This is an optimization exercise on Yosys and OpenROAD, whose aim is a short achievable clock period and few clock cycles, not a production implementation. The flow treats the clock pin as an ideal source, which a real chip does not have. Power and IR drop assume default switching activity.

Design MIPS_DLX, start of the top module:
module MIPS_DLX(
	input         clock,
	input         reset,
	input         enable,
	output [9:0]  imem_addr,
	input  [31:0] imem_data,
	output [9:0]  dmem_addr,
	output [31:0] dmem_wdata,
	output        dmem_we,
	input  [31:0] dmem_rdata
);
Size in the first run: roughly 2100 flip-flops, roughly 120 I/O pins, roughly 130000 um^2 of cells after synthesis.
==> flow/config.mk <==
export PLATFORM = sky130hd
export DESIGN_NAME = MIPS_DLX
export DESIGN_NICKNAME = MIPS_DLX
export VERILOG_FILES = /design/flow/design.v
export SDC_FILE = /design/flow/constraint.sdc
export NUM_CORES = 8
export LEC_CHECK = 0
export CAP_MARGIN = 20
export CORE_MARGIN = 2
export CORE_UTILIZATION = 40
export SLEW_MARGIN = 20
==> flow/constraint.sdc <==
create_clock -name core_clock -period 10.0 [get_ports {clock}]
set_input_delay 2.0000 -clock core_clock [delete_from_list [all_inputs] [get_ports {clock}]]
set_output_delay 2.0000 -clock core_clock [all_outputs]
set_load 0.01 [all_outputs]
standard.sh (not shown) runs the stock make flow with config.mk's settings and CLKGATE_MAP_FILE= SYNTH_SCRIPT=/design/flow/synth_recipe.tcl, a recipe that flattens the netlist after the stock synthesis.
==> flow/flow/run.sh <==
#!/bin/bash
# Layout: the standard ORFS flow (standard.sh, which runs the standard
# synthesis unchanged), with these settings changed:
#   - DONT_USE_CELLS: the platform's list plus the delay cells (clkdlybuf*,
#     dlygate*, dlymetal*), so that repair never puts them on data paths;
#   - SETUP_SLACK_MARGIN 5.6: repair_timing keeps working until paths are
#     about 4.4 ns long (the clock stays at the design's 10 ns);
#   - SLEW_MARGIN / CAP_MARGIN 50: repair_design aims further below the
#     library's slew and capacitance limits;
#   - POST_CTS_TCL: post_cts.tcl, more repair passes at the end of CTS.
# ORFS's own logs are under orfs/logs; make's output goes to standard.log.
set -euo pipefail
here="$PWD/flow"
DONT_USE="$(tr '\n' ' ' < "$here/dont_use.txt")"
bash standard.sh "DONT_USE_CELLS=$DONT_USE" SETUP_SLACK_MARGIN=5.6 \
	SLEW_MARGIN=50 CAP_MARGIN=50 POST_CTS_TCL="$here/post_cts.tcl" \
	finish > standard.log 2>&1
Other scripts of this flow, unchanged in this note and not shown: flow/flow/dont_use.txt, flow/flow/post_cts.tcl
The baseline ran to the end with no violations.
Next try:
--- a/flow/design.v
+++ b/flow/design.v
@@ -2,42 +2,50 @@
 module MIPS_DLX(
 	input         clock,
 	input         reset,
 	input         enable,
 	output [9:0]  imem_addr,
 	input  [31:0] imem_data,
 	output [9:0]  dmem_addr,
 	output [31:0] dmem_wdata,
 	output        dmem_we,
 	input  [31:0] dmem_rdata
 );
 reg [9:0]  pc;
-reg        e_we, e_load, e_store, e_br;
-reg        e_mis_eq, e_mis_ne;            
-reg        e_fold, e_fbeq, e_fpred;       
+reg        e_v;
+reg        e_we_r, e_load_r, e_store_r, e_br_r, e_mis_eq_r, e_mis_ne_r, e_ezk_r, e_fold_r;
+wire       e_we     = e_we_r & e_v;
+wire       e_load   = e_load_r & e_v;
+wire       e_store  = e_store_r & e_v;
+wire       e_br     = e_br_r & e_v;
+wire       e_mis_eq = e_mis_eq_r & e_v;
+wire       e_mis_ne = e_mis_ne_r & e_v;
+wire       e_ezk    = e_ezk_r & e_v;
+wire       e_fold   = e_fold_r & e_v;
+reg        e_fbeq, e_fpred;               
 reg [9:0]  e_falt;                        
 reg        e_fz;                          
 reg        e_fa2, e_fb2;                  
 reg [31:0] e_a2, e_b2;
 reg [3:0]  e_fidx;
 reg [1:0]  e_fctr;
 reg        e_pred, e_bne;
 reg [4:0]  e_dst;
 reg [9:0]  e_pc1, e_tgt;                  
 reg        e_fa, e_fb, e_fc;              
 reg [31:0] e_a, e_b, e_c;                 
 reg [31:0] e_cx;                          
 reg        e_sub, e_arith, e_and, e_or, e_xor, e_nor, e_slt, e_sltu;
 reg        e_sll, e_sr, e_sra, e_big;
-reg        e_ek_addi, e_ek_andi, e_ek_slt, e_ek_sltu, e_ek_ld, e_ezk;
+reg        e_ek_addi, e_ek_andi, e_ek_slt, e_ek_sltu, e_ek_ld;
 reg        e_ek_sl;                       
 reg [31:0] e_negimm;
 reg [4:0]  x_lo, x_hi0, x_hi1;
 reg        x_c;
 reg [31:0] x_wdata;
 reg        x_sfwd;                        
 reg [31:0] m_res;
 reg [31:0] m_resn;                        
 reg        m_we;
 reg [4:0]  m_dst;
 reg [31:1] f_one, f_b0;                   
 reg [31:0] rf [1:31];
@@ -207,42 +215,42 @@
                     (fold_j | fold_b) ? (fpred ? fb_dst : pc2) :
                     (is_br & pred) ? tgt : (is_j ? ins[9:0] : pc1);
 assign imem_addr = pc;
 always @(posedge clock) begin
 	if (reset)
 		pc <= 10'd0;
 	else if (enable)
 		pc <= mispredict_f ? e_falt : mispredict_b ? (e_pred ? e_pc1 : e_tgt) : f_next;
 end
 wire kill = mispredict | stall;       
 always @(posedge clock) begin
 	if (reset) begin
-		e_we <= 1'b0; e_load <= 1'b0; e_store <= 1'b0; e_br <= 1'b0;
-		e_mis_eq <= 1'b0; e_mis_ne <= 1'b0; e_ezk <= 1'b0; e_fold <= 1'b0;
+		e_v <= 1'b0;
 	end else if (enable) begin
-		e_fold   <= fold_b & ~kill;
-		e_ezk    <= we & ~kill & (is_addi | is_andi | f_slt | is_slti | f_sltu | is_lw);
-		e_we     <= we & ~kill;
-		e_load   <= is_lw & ~kill;
-		e_store  <= is_sw & ~kill;
-		e_br     <= is_br & ~kill;
-		e_mis_eq <= is_br & ~kill & (is_bne == pred);
-		e_mis_ne <= is_br & ~kill & (is_bne != pred);
+		e_v      <= ~kill;
 	end
 end
 always @(posedge clock) begin
 	if (enable) begin
 		e_dst    <= dst;
 		e_bne    <= is_bne;
 		e_pred   <= pred;
+		e_fold_r   <= fold_b;
+		e_ezk_r    <= we & (is_addi | is_andi | f_slt | is_slti | f_sltu | is_lw);
+		e_we_r     <= we;
+		e_load_r   <= is_lw;
+		e_store_r  <= is_sw;
+		e_br_r     <= is_br;
+		e_mis_eq_r <= is_br & (is_bne == pred);
+		e_mis_ne_r <= is_br & (is_bne != pred);
 		e_fbeq   <= fb_eq;
 		e_fz     <= fold_z;
 		e_fa2    <= g_fa;
 		e_fb2    <= g_fb;
 		e_a2     <= g_a;
 		e_b2     <= g_b;
 		e_fpred  <= fb_pred;
 		e_falt   <= fb_pred ? pc2 : fb_dst;
 		e_fidx   <= fb_i;
 		e_fctr   <= fb_c;
 		e_pc1    <= pc1;
 		e_tgt    <= tgt;
After rerunning: The new run completed without violations. Register-to-register slack gets better by 0.14 ns. Via count rises by about a fifth. Clock-buffer cell count does not change. Sequential power stays flat. Critical path depth rises by 5. Die area rises by a few percent. Clock power falls slightly. Flip-flop and latch count stays the same. Non-clock buffer count rises by 43. Setup slack gets worse by 0.90 ns. Design area rises slightly. Total power rises by a little under a tenth. Final cell count rises by about a fifth.
No functional check of the RTL was part of any run of this note.

[separate check: timing with driven ports]
In the flow no input, the clock included, has a driving cell. The finished layouts below were timed again as built, in two steps.
Step 1: set_driving_cell puts a clkbuf_16 on clock and a buf_2 on each other input, an assumption about the parent block.
Step 2 adds t to the input delays and takes it off the output delays; t is the mean of the earliest and latest rising clock arrival at the registers after step 1. Input paths then give back, and output paths get back, about the clock's delay inside the block.
a / b / c = ideal ports / drivers / drivers and shift; a / b = the first two.
| run | t (ns) | setup WS [ns] | worst setup path after step 2 | clock arrival spread, ns | cell pins on the clock port's net |
|---|---|---|---|---|---|
| the first run | 1.008 | 5.258 / 5.251 / 4.244 | input to register | 0.082 / 0.081 | 1 |
| the second run | 1.033 | 4.359 / 4.391 / 3.358 | input to register | 0.114 / 0.114 | 1 |
After both steps setup and hold are still met in every run listed. For the first run, which loses most, drivers alone change the setup slack by -0.007 ns; drivers and shift together by -1.014 ns.
